Background: an optimization exercise with open tools, aiming at small area. Do not read the settings as production practice.
Function was checked by simulation only, so behaviour that the tests miss may differ from the original.
Power figures rest on the tool's default switching activity, not on a simulated workload.

// top_ip_i2c
module top_ip_i2c
(
    input       wire                PCLK,PRESETn  ,
    input       wire                PSEL,PENABLE  ,
    input       wire                PWRITE        ,
    input       wire    [31:0]      PADDR         ,
    input       wire    [31:0]      PWDATA        ,
    output      wire    [31:0]      PRDATA        ,
    output      wire                PREADY        ,
    output      wire                PSLVERR       ,
    output      wire                PINT          ,
    input       wire                sda_i         ,
    output      wire                sda_o         ,
    output      wire                scl_o         ,
    input       wire                scl_i
);
    function automatic [19:0] inc20(input [19:0] q);
        reg c; integer i;
        begin c = 1'b1; for (i = 0; i < 20; i = i + 1) begin inc20[i] = q[i] ^ c; c = c & q[i]; end end
    endfunction
    function automatic ge20(input [19:0] a, input [19:0] b);    
        reg g; integer i;
        begin g = 1'b1; for (i = 0; i < 20; i = i + 1) g = (a[i] & ~b[i]) | (~(a[i] ^ b[i]) & g); ge20 = g; end
    endfunction
    wire        setup   = PSEL & ~PENABLE;
    wire        wr      = setup &  PWRITE;
    wire        rd      = setup & ~PWRITE;
    wire [6:0]  idx     = PADDR[8:2];
    reg  [8:0]  tx_apb_addr;
    reg  [7:0]  tx_apb_data;
    reg  [7:0]  tx_apb_data_cnt;
    reg  [13:0] tx_ctrl;
    reg  [19:0] time_out;
    reg         irpt_en, tx_data_en;
    reg  [7:0]  prdata;
    reg         i2c_ready, reg_cmd, pint;
    wire [7:0]  status;
    wire [7:0]  rx_apb_data;
    wire        ms = tx_ctrl[13] & ~tx_ctrl[12];    
    wire        ss = ~tx_ctrl[13] & tx_ctrl[12];    
    always_ff @(posedge PCLK or negedge PRESETn)
    begin
        if (~PRESETn) begin
            tx_ctrl[13:12]  <= 2'd0;
            prdata          <= 8'd0;
        end else begin
            if (wr && idx == 7'd6)  tx_ctrl[13:12]  <= PWDATA[13:12];
            if (rd && idx == 7'd1)  prdata          <= status;
            else if (rd && idx == 7'd3) prdata      <= rx_apb_data;
        end
    end
    always_ff @(posedge PCLK)
    begin
        if (~PRESETn) begin
            tx_apb_addr     <= 9'd0;
            tx_apb_data     <= 8'd0;
  ...
clock: 10.0 ns
lec_check: 0
cap_margin: 20
core_margin: 2
core_utilization: 65
place_density: 0.8
slew_margin: 20
standard.sh (not shown) runs the stock make flow with config.mk's settings and CLKGATE_MAP_FILE= SYNTH_SCRIPT=/design/flow/synth_recipe.tcl, a recipe that flattens the netlist after the stock synthesis.
==> flow/flow/run.sh <==
#!/bin/bash
# Own layout flow: the standard ORFS flow (standard.sh) with these changes:
#  - the port buffers that ORFS adds are the smallest buffer cell;
set -euo pipefail
W=$(pwd)
export CTS_ARGS='-sink_clustering_enable -repair_clock_nets -dont_use_dummy_load -buf_list sky130_fd_sc_hd__clkbuf_16 -sink_clustering_size 30 -sink_clustering_max_diameter 60 -root_buf sky130_fd_sc_hd__clkbuf_8 -tree_buf sky130_fd_sc_hd__clkbuf_8'

sed -e "s#WORK_HOME=[^ ]*#WORK_HOME=$W/ref#" standard.sh > ref_standard.sh
bash ref_standard.sh synth > ref_synth.log 2>&1

# 2. This flow's synthesis script: the reference script with an area-oriented ABC call.
{
  cat <<'EOT'
proc abc {args} {
  set keep {}
  set skip 0
  foreach a $args {
    if {$skip} { set skip 0; continue }
    if {$a in {-script -constr -D}} { set skip 1; continue }
    lappend keep $a
  }
  yosys abc {*}$keep -script {+strash;&get,-n;&deepsyn,-T,60;&put;dch,-f;amap;topo}
}
EOT
  cat synth_recipe.tcl
} > area_synth.tcl

sed -e "s#SYNTH_SCRIPT=[^ ]*#SYNTH_SCRIPT=$W/area_synth.tcl ADDER_MAP_FILE= SYNTH_OPERATIONS_ARGS=-noshare 'BUFFER_PORTS_ARGS=-buffer_cell sky130_fd_sc_hd__buf_1'#" \
  standard.sh > area_standard.sh
bash area_standard.sh synth > area_synth.log 2>&1

ff_list() {
  python3 - "$1" <<'EOP'
import re, sys
txt = open(sys.argv[1]).read()
ffs = sorted(set(re.findall(r"^\s*(sky130_fd_sc_hd__(?:df|edf|sdf|sedf|dl)\w*)\s+(\S+)\s*\(", txt, re.M)))
for c, n in ffs:
    print(re.sub(r"_\d+$", "", c), n)
EOP
}
ff_list ref/results/sky130hd/top_ip_i2c/base/1_2_yosys.v > ref_regs.txt
ff_list orfs/results/sky130hd/top_ip_i2c/base/1_2_yosys.v > area_regs.txt
if cmp -s ref_regs.txt area_regs.txt && [[ -s ref_regs.txt ]]; then
  echo "registers match the reference synthesis ($(wc -l < ref_regs.txt))" | tee regs_check.log
  bash area_standard.sh > area_flow.log 2>&1
else
  echo "registers differ from the reference synthesis: standard flow" | tee regs_check.log
  diff ref_regs.txt area_regs.txt >> regs_check.log || true
  rm -rf orfs
  bash standard.sh > standard_flow.log 2>&1
fi
Edit:
--- a/flow/flow/run.sh
+++ b/flow/flow/run.sh
@@ -3,0 +4,2 @@
+#  - clock tree: clkbuf_16 cluster buffers (up to 32 sinks, 80 um), clkbuf_8 root and tree
+#    buffers, no dummy loads;
@@ -6 +8 @@
-export CTS_ARGS='-sink_clustering_enable -repair_clock_nets -dont_use_dummy_load -buf_list sky130_fd_sc_hd__clkbuf_16 -sink_clustering_size 30 -sink_clustering_max_diameter 60 -root_buf sky130_fd_sc_hd__clkbuf_8 -tree_buf sky130_fd_sc_hd__clkbuf_8'
+export CTS_ARGS='-sink_clustering_enable -repair_clock_nets -dont_use_dummy_load -buf_list sky130_fd_sc_hd__clkbuf_16 -sink_clustering_size 32 -sink_clustering_max_diameter 80 -root_buf sky130_fd_sc_hd__clkbuf_8 -tree_buf sky130_fd_sc_hd__clkbuf_8'
The changed run completed with no timing, DRC or antenna violations.
Wire length drops by 1.0%.
Sequential share of layout area went up by 0.49 points.
Clock-buffer cell count shrinks by 4.
Via count barely changes.
Die area is unchanged.
Non-clock buffer count stays the same.
Edit:
--- a/flow/flow/run.sh
+++ b/flow/flow/run.sh
@@ -4,2 +3,0 @@
-#  - clock tree: clkbuf_16 cluster buffers (up to 32 sinks, 80 um), clkbuf_8 root and tree
-#    buffers, no dummy loads;
@@ -8 +6 @@
-export CTS_ARGS='-sink_clustering_enable -repair_clock_nets -dont_use_dummy_load -buf_list sky130_fd_sc_hd__clkbuf_16 -sink_clustering_size 32 -sink_clustering_max_diameter 80 -root_buf sky130_fd_sc_hd__clkbuf_8 -tree_buf sky130_fd_sc_hd__clkbuf_8'
+export CTS_ARGS='-sink_clustering_enable -repair_clock_nets -dont_use_dummy_load -buf_list sky130_fd_sc_hd__clkbuf_16 -sink_clustering_size 33 -sink_clustering_max_diameter 70 -root_buf sky130_fd_sc_hd__clkbuf_8 -tree_buf sky130_fd_sc_hd__clkbuf_8'
=> Clock-buffer cell count grows by 4. Utilization grows by 0.69 points. Final cell count barely changes. Global-route usage came out higher by 0.43 points. Non-clock buffer count stays the same. Routed wire length is higher by 1.1%. Worst hold slack improved by 7.9 ps. Power went up by 5.4%.
Edit:
--- a/flow/flow/run.sh
+++ b/flow/flow/run.sh
@@ -6 +6 @@
-export CTS_ARGS='-sink_clustering_enable -repair_clock_nets -dont_use_dummy_load -buf_list sky130_fd_sc_hd__clkbuf_16 -sink_clustering_size 33 -sink_clustering_max_diameter 70 -root_buf sky130_fd_sc_hd__clkbuf_8 -tree_buf sky130_fd_sc_hd__clkbuf_8'
+export CTS_ARGS='-sink_clustering_enable -repair_clock_nets -dont_use_dummy_load -buf_list sky130_fd_sc_hd__clkbuf_16 -sink_clustering_size 32 -sink_clustering_max_diameter 80 -root_buf sky130_fd_sc_hd__clkbuf_8 -tree_buf sky130_fd_sc_hd__clkbuf_8'
Wire length falls by 1.1%. Fmax went up by 0.76%. Final cell count stays flat. Final area decreases by 0.97%. Hold slack gets worse by 7.9 ps. Synthesized area is unchanged.
Edit:
--- a/flow/flow/run.sh
+++ b/flow/flow/run.sh
@@ -6 +6 @@
-export CTS_ARGS='-sink_clustering_enable -repair_clock_nets -dont_use_dummy_load -buf_list sky130_fd_sc_hd__clkbuf_16 -sink_clustering_size 32 -sink_clustering_max_diameter 80 -root_buf sky130_fd_sc_hd__clkbuf_8 -tree_buf sky130_fd_sc_hd__clkbuf_8'
+export CTS_ARGS='-sink_clustering_enable -repair_clock_nets -dont_use_dummy_load -buf_list sky130_fd_sc_hd__clkbuf_8 -sink_clustering_size 20 -sink_clustering_max_diameter 50 -root_buf sky130_fd_sc_hd__clkbuf_8 -tree_buf sky130_fd_sc_hd__clkbuf_8'
What happened: The new run completed without violations. Total power increases by 2.2%. Synthesized area does not change. Fmax barely changes. Core utilization increases by 0.33 points. Cell area increases by 0.47%. Routed wire length increases by 0.72%. First-iteration DRC count increases by 15%. Register-to-register slack gets better by 20 ps. Via count increases by 1.2%. Non-clock buffer count stays the same.

-- re-timing with driven ports --
Ports are ideal in the flow. The routed layouts listed here were re-timed in OpenROAD. Step 1, drivers: a clkbuf_16 drives PCLK and a buf_2 each remaining input, both assumed. Step 2 adds t to the input delays and takes it off the output delays; t is the mean of the earliest and latest rising clock arrival at the registers after step 1. Input paths then give back, and output paths get back, about the clock's delay inside the block. Slacks: ideal ports / drivers / drivers and shift; pairs: ideal ports / drivers.
| run | t (ns) | slack for setup (ns) | worst hold slack (ns) |
|---|---|---|---|
| the first run | 0.565 | 4.415 / 4.435 / 3.871 | 0.345 / 0.345 / 0.345 |
| the second run | 0.528 | 4.416 / 4.432 / 3.904 | 0.341 / 0.341 / 0.341 |
| the third run | 0.551 | 4.374 / 4.396 / 3.844 | 0.349 / 0.349 / 0.349 |
| the fourth run | 0.528 | 4.416 / 4.432 / 3.904 | 0.341 / 0.341 / 0.341 |
| the fifth run | 0.549 | 4.420 / 4.442 / 3.893 | 0.316 / 0.316 / 0.316 |
After both steps every run listed still meets setup and hold. For the first run, which loses most, drivers alone change the setup slack by +0.020 ns; drivers and shift together by -0.544 ns.
